This is an optimization exercise on Yosys and OpenROAD, whose aim is small area, not a production implementation. Function was checked by simulation only, so behaviour that the tests miss may differ from the original. The clock port is modelled as an ideal driver; clocking choices that lean on that would not hold on a real chip. No activity file was given, so power comes from the tool's default toggle rates.

==> run E: inputs <==
// top
module top(
    input clk,                           
    input reset,                         
    input tick,                          
    input [5:0] SW,                      
    input [3:1] KEY,                     
    output [6:0] HEX0, HEX1, HEX2,
                   HEX3, HEX4, HEX5,
    output [16:0] LEDR
);
export LEC_CHECK = 0
export CAP_MARGIN = 20
export CORE_MARGIN = 2
export CORE_UTILIZATION = 60
export GPL_TIMING_DRIVEN = 0
export SLEW_MARGIN = 20
create_clock -name core_clock -period 20.0 [get_ports {clk}]
standard.sh (not shown) runs the stock make flow with config.mk's settings and CLKGATE_MAP_FILE= SYNTH_SCRIPT=/design/flow/synth_recipe.tcl, a recipe that flattens the netlist after the stock synthesis.
==> flow/flow/run.sh <==
#!/bin/bash
# Layout flow: the standard ORFS flow (standard.sh) with these changes:
#  * synthesis is the standard flow's own script (synth_recipe.tcl) except for the logic
#    mapping: ABC runs an area-oriented script (deepsyn, then mapping with
#    &nf) with several random seeds and the smallest result is kept, and
#    adder cells are not extracted first. Registers are not touched by ABC,
#    so they are exactly the standard synthesis's;
#  * the buffers synthesis puts on pass-through outputs are removed at
#    floorplan (REMOVE_ABC_BUFFERS), as port buffering adds its own;
#  * ports are buffered with the smallest buffer cell;
#  * clock tree: clkbuf_8 cells and no dummy loads, then each clock buffer
#    is downsized to the smallest clkbuf cell that keeps the flip-flop clock
#    pins' slew under 115 ps (flow/post_cts.tcl, run by ORFS after CTS).
# Every tool's output goes to a log file in this folder (ORFS's own per-step
# logs are under orfs/logs; flow.log has make's output).
set -euo pipefail
W=$(pwd)
SEEDS="1 2 3 4"
for s in $SEEDS; do
  printf 'strash\n&get -n\n&deepsyn -T 45 -S %s\n&put\n&get -n\n&dch -f\n&nf -R 1000\n&put\n' "$s" > "$W/area_$s.abc"
done
{
  echo "set area_seeds {$SEEDS}"
  echo "set area_dir {$W}"
  cat <<'EOT'
proc abc {args} {
  global area_seeds area_dir
  set i [lsearch -exact $args -script]
  set lib [lindex $args [expr {[lsearch -exact $args -liberty] + 1}]]
  yosys design -save area_pre_abc
  set best ""
  foreach s $area_seeds {
    yosys design -load area_pre_abc
    lset args [expr {$i + 1}] "$area_dir/area_$s.abc"
    yosys abc {*}$args
    set st [tee -q -s result.string stat -liberty $lib]
    regexp {Chip area for module[^:]*:\s*([0-9.]+)} $st -> a
    puts "AREA_SEED $s: $a"
    if {$best eq "" || $a < $best} {
      set best $a
      yosys design -save area_best
    }
  }
  yosys design -load area_best
  puts "AREA_BEST $best"
}
EOT
  cat synth_recipe.tcl
} > area_synth.tcl
sed "s#SYNTH_SCRIPT=[^ ]*#SYNTH_SCRIPT=$W/area_synth.tcl REMOVE_ABC_BUFFERS=1#" standard.sh > area_standard.sh
grep -q "SYNTH_SCRIPT=$W/area_synth.tcl" area_standard.sh
export ADDER_MAP_FILE=
export BUFFER_PORTS_ARGS="-buffer_cell sky130_fd_sc_hd__buf_1"
export CTS_ARGS="-sink_clustering_enable -repair_clock_nets -dont_use_dummy_load -buf_list sky130_fd_sc_hd__clkbuf_8"
export POST_CTS_TCL="$W/flow/post_cts.tcl"
bash area_standard.sh > flow.log 2>&1
==> flow/flow/post_cts.tcl <==
set clk_sizes {sky130_fd_sc_hd__clkbuf_2 sky130_fd_sc_hd__clkbuf_4 sky130_fd_sc_hd__clkbuf_8 sky130_fd_sc_hd__clkbuf_16}
set clk_slew_limit 0.115

proc worst_clk_pin_slew {} {
  estimate_parasitics -placement
  set worst 0
  foreach pin [get_pins -hierarchical */CLK] {
    set s [get_property $pin slew_max]
    if {$s > $worst} { set worst $s }
  }
  return $worst
}

set clk_bufs {}
foreach inst [get_cells -hierarchical clkbuf_*] {
  lappend clk_bufs [get_name $inst]
}
# leaf buffers (names clkbuf_<level>_<index>__f_...) before the root
set clk_bufs [lsort -decreasing $clk_bufs]
puts "clock buffer sizing: worst flip-flop clock slew before [worst_clk_pin_slew]"
foreach name $clk_bufs {
  set orig [get_property [get_cells $name] ref_name]
  set done 0
  foreach cell $clk_sizes {
    if {$cell eq $orig} { break }
    replace_cell $name $cell
    if {[worst_clk_pin_slew] <= $clk_slew_limit} {
      puts "clock buffer sizing: $name $orig -> $cell"
      set done 1
      break
    }
  }
  if {!$done} { replace_cell $name $orig }
}
puts "clock buffer sizing: worst flip-flop clock slew after [worst_clk_pin_slew]"
detailed_placement
check_placement -verbose
==> inputs of run P, as changes to run E <==
==> flow/flow/run.sh (replaced) <==
#!/bin/bash
# Layout flow: the standard ORFS flow (standard.sh) with these changes:
#  * synthesis is the standard flow's own script (synth_recipe.tcl) except that ABC maps the
#    logic with an area-oriented script (flow/area.abc) and adder cells are not
#    extracted first; registers are left exactly as the standard synthesis makes them;
#  * ports are buffered with the smallest buffer cell.
# Every tool's output goes to a log file in this folder (ORFS's own per-step logs
# are under orfs/logs).
set -euo pipefail
W=$(pwd)
{
  echo 'proc abc {args} {'
  echo '  set i [lsearch -exact $args -script]'
  echo "  if {\$i >= 0} { lset args [expr {\$i + 1}] {$W/flow/area.abc} }"
  echo '  yosys abc {*}$args'
  echo '}'
  cat synth_recipe.tcl
} > area_synth.tcl
sed "s#SYNTH_SCRIPT=[^ ]*#SYNTH_SCRIPT=$W/area_synth.tcl#" standard.sh > area_standard.sh
grep -q "SYNTH_SCRIPT=$W/area_synth.tcl" area_standard.sh
export ADDER_MAP_FILE=
export BUFFER_PORTS_ARGS="-buffer_cell sky130_fd_sc_hd__buf_1"
bash area_standard.sh > flow.log 2>&1
==> flow/flow/area.abc (new file) <==
strash
&get -n
&deepsyn -T 60
&put
&get -n
&dch -f
&nf -R 1000
&put
--- a/flow/config.mk
+++ b/flow/config.mk
@@ -8,5 +8,4 @@
 export CAP_MARGIN = 20
 export CORE_MARGIN = 2
 export CORE_UTILIZATION = 60
-export GPL_TIMING_DRIVEN = 0
 export SLEW_MARGIN = 20
removed: flow/flow/post_cts.tcl
==> inputs of run H, as changes to run E <==
==> flow/flow/run.sh (replaced) <==
#!/bin/bash
# Layout flow: the standard ORFS flow (standard.sh) with these changes:
#  * synthesis is the standard flow's own script (synth_recipe.tcl) except that ABC maps the
#    logic with an area-oriented script (flow/area.abc) and adder cells are not
#    extracted first; registers are left exactly as the standard synthesis makes them;
#  * ports are buffered with the smallest buffer cell.
# Every tool's output goes to a log file in this folder (ORFS's own per-step logs
# are under orfs/logs).
set -euo pipefail
W=$(pwd)
{
  echo 'proc abc {args} {'
  echo '  set i [lsearch -exact $args -script]'
  echo "  if {\$i >= 0} { lset args [expr {\$i + 1}] {$W/flow/area.abc} }"
  echo '  yosys abc {*}$args'
  echo '}'
  cat synth_recipe.tcl
} > area_synth.tcl
sed "s#SYNTH_SCRIPT=[^ ]*#SYNTH_SCRIPT=$W/area_synth.tcl#" standard.sh > area_standard.sh
grep -q "SYNTH_SCRIPT=$W/area_synth.tcl" area_standard.sh
export ADDER_MAP_FILE=
export BUFFER_PORTS_ARGS="-buffer_cell sky130_fd_sc_hd__buf_1"
export CTS_ARGS="-sink_clustering_enable -repair_clock_nets -dont_use_dummy_load"
bash area_standard.sh > flow.log 2>&1
==> flow/flow/area.abc (new file) <==
strash
&get -n
&deepsyn -T 60
&put
&get -n
&dch -f
&nf -R 1000
&put
--- a/flow/config.mk
+++ b/flow/config.mk
@@ -8,5 +8,4 @@
 export CAP_MARGIN = 20
 export CORE_MARGIN = 2
 export CORE_UTILIZATION = 60
-export GPL_TIMING_DRIVEN = 0
 export SLEW_MARGIN = 20
removed: flow/flow/post_cts.tcl
==> comparison <==
Register-to-register slack, highest first: run P, run H, run E.
Non-clock buffer count is the same in run P and run H.
Of run E and run P, run P has the higher global-route usage (gap 1.8 points).
Against run P, the sequential share of layout area of run H is higher by 0.81 points.
Between run P and run E, the lower sequential power is in run P (gap about 2%, measured against run E).
The highest final cell count belongs to run P, the lowest to run H.
The highest core utilization belongs to run P, the lowest to run E.
The lowest worst hold slack belongs to run E, the highest to run P.
In flip-flop and latch count, run P and run E do not differ.
==> figures <==
quantity                                                                                 run H                      run E                        run P
Worst Tran Pin Value                                                                   1.01 ns                   0.932 ns                      1.01 ns
Pwr dens                                                                            124 nW/µm²                 127 nW/µm²                   132 nW/µm²
Total CTS buffers                                                                            9                          -                            9
Net switching power                                                                     289 µW                     304 µW                       302 µW
Maximum vdd ir drop                                                                0.0000673 V                 0.000156 V                  0.0000729 V
Met3 Usage GRT                                                                           4.15%                      3.92%                        3.32%
End point of the critical path                                                         HEX3[2]                    HEX2[2]                      HEX3[2]
Status                                                                          finished clean             finished clean               finished clean
Core Util, Final                                                                         69.1%                      67.8%                        70.7%
Hold Path Stages                                                                             1                          2                            1
Worst reg2reg endpoint                                             clock_inst.timer_seconds[4]  clock_inst.timer_hours[4]  clock_inst.timer_seconds[4]
Global routing met2 resource utilization                                                 49.1%                      44.7%                        50.1%
Via count of the first global-routing pass                                               4,102                      4,021                        4,122
Fraction of post-synthesis cell area in the top cell type by area                        38.7%                      39.2%                        38.7%
Min cycle time layout                                                                 11.92 ns                   12.05 ns                     11.99 ns
Power of the sequential group                                                           245 µW                     250 µW                       246 µW
Power in combinational cells                                                            299 µW                     313 µW                       300 µW
Setup Fix Bufs, Post-CTS                                                                     0                          -                            0
Detailed router's first-iteration violation count                                          399                        433                          339

static timing again, ports no longer ideal:
The results above use ideal ports. As a check the final layouts listed here were re-extracted and re-timed, cells and wires unchanged.
Step 1 assumes that a clkbuf_16 drives the clock port and a buf_2 every other input.
Step 2 also shifts input and output timing later by t, the mid clock arrival at the registers, as if the neighbouring blocks saw the same clock.
Slacks: ideal ports / drivers / drivers and shift; pairs: ideal ports / drivers.
run | t (ns) | setup WS [ns] | worst setup path at the end | latest minus earliest clock arrival (ns) | cell pins on the clock port's net
run E | 0.534 | 7.949 / 7.927 / 7.927 | input to output | 0.039 / 0.038 | 1
run P | 0.378 | 8.005 / 7.985 / 7.985 | input to output | 0.010 / 0.010 | 1
run H | 0.371 | 8.084 / 8.064 / 8.064 | input to output | 0.023 / 0.022 | 1
After both steps every run listed still meets setup and hold. For run E, which loses most, drivers alone change the setup slack by -0.022 ns; drivers and shift together by -0.022 ns.
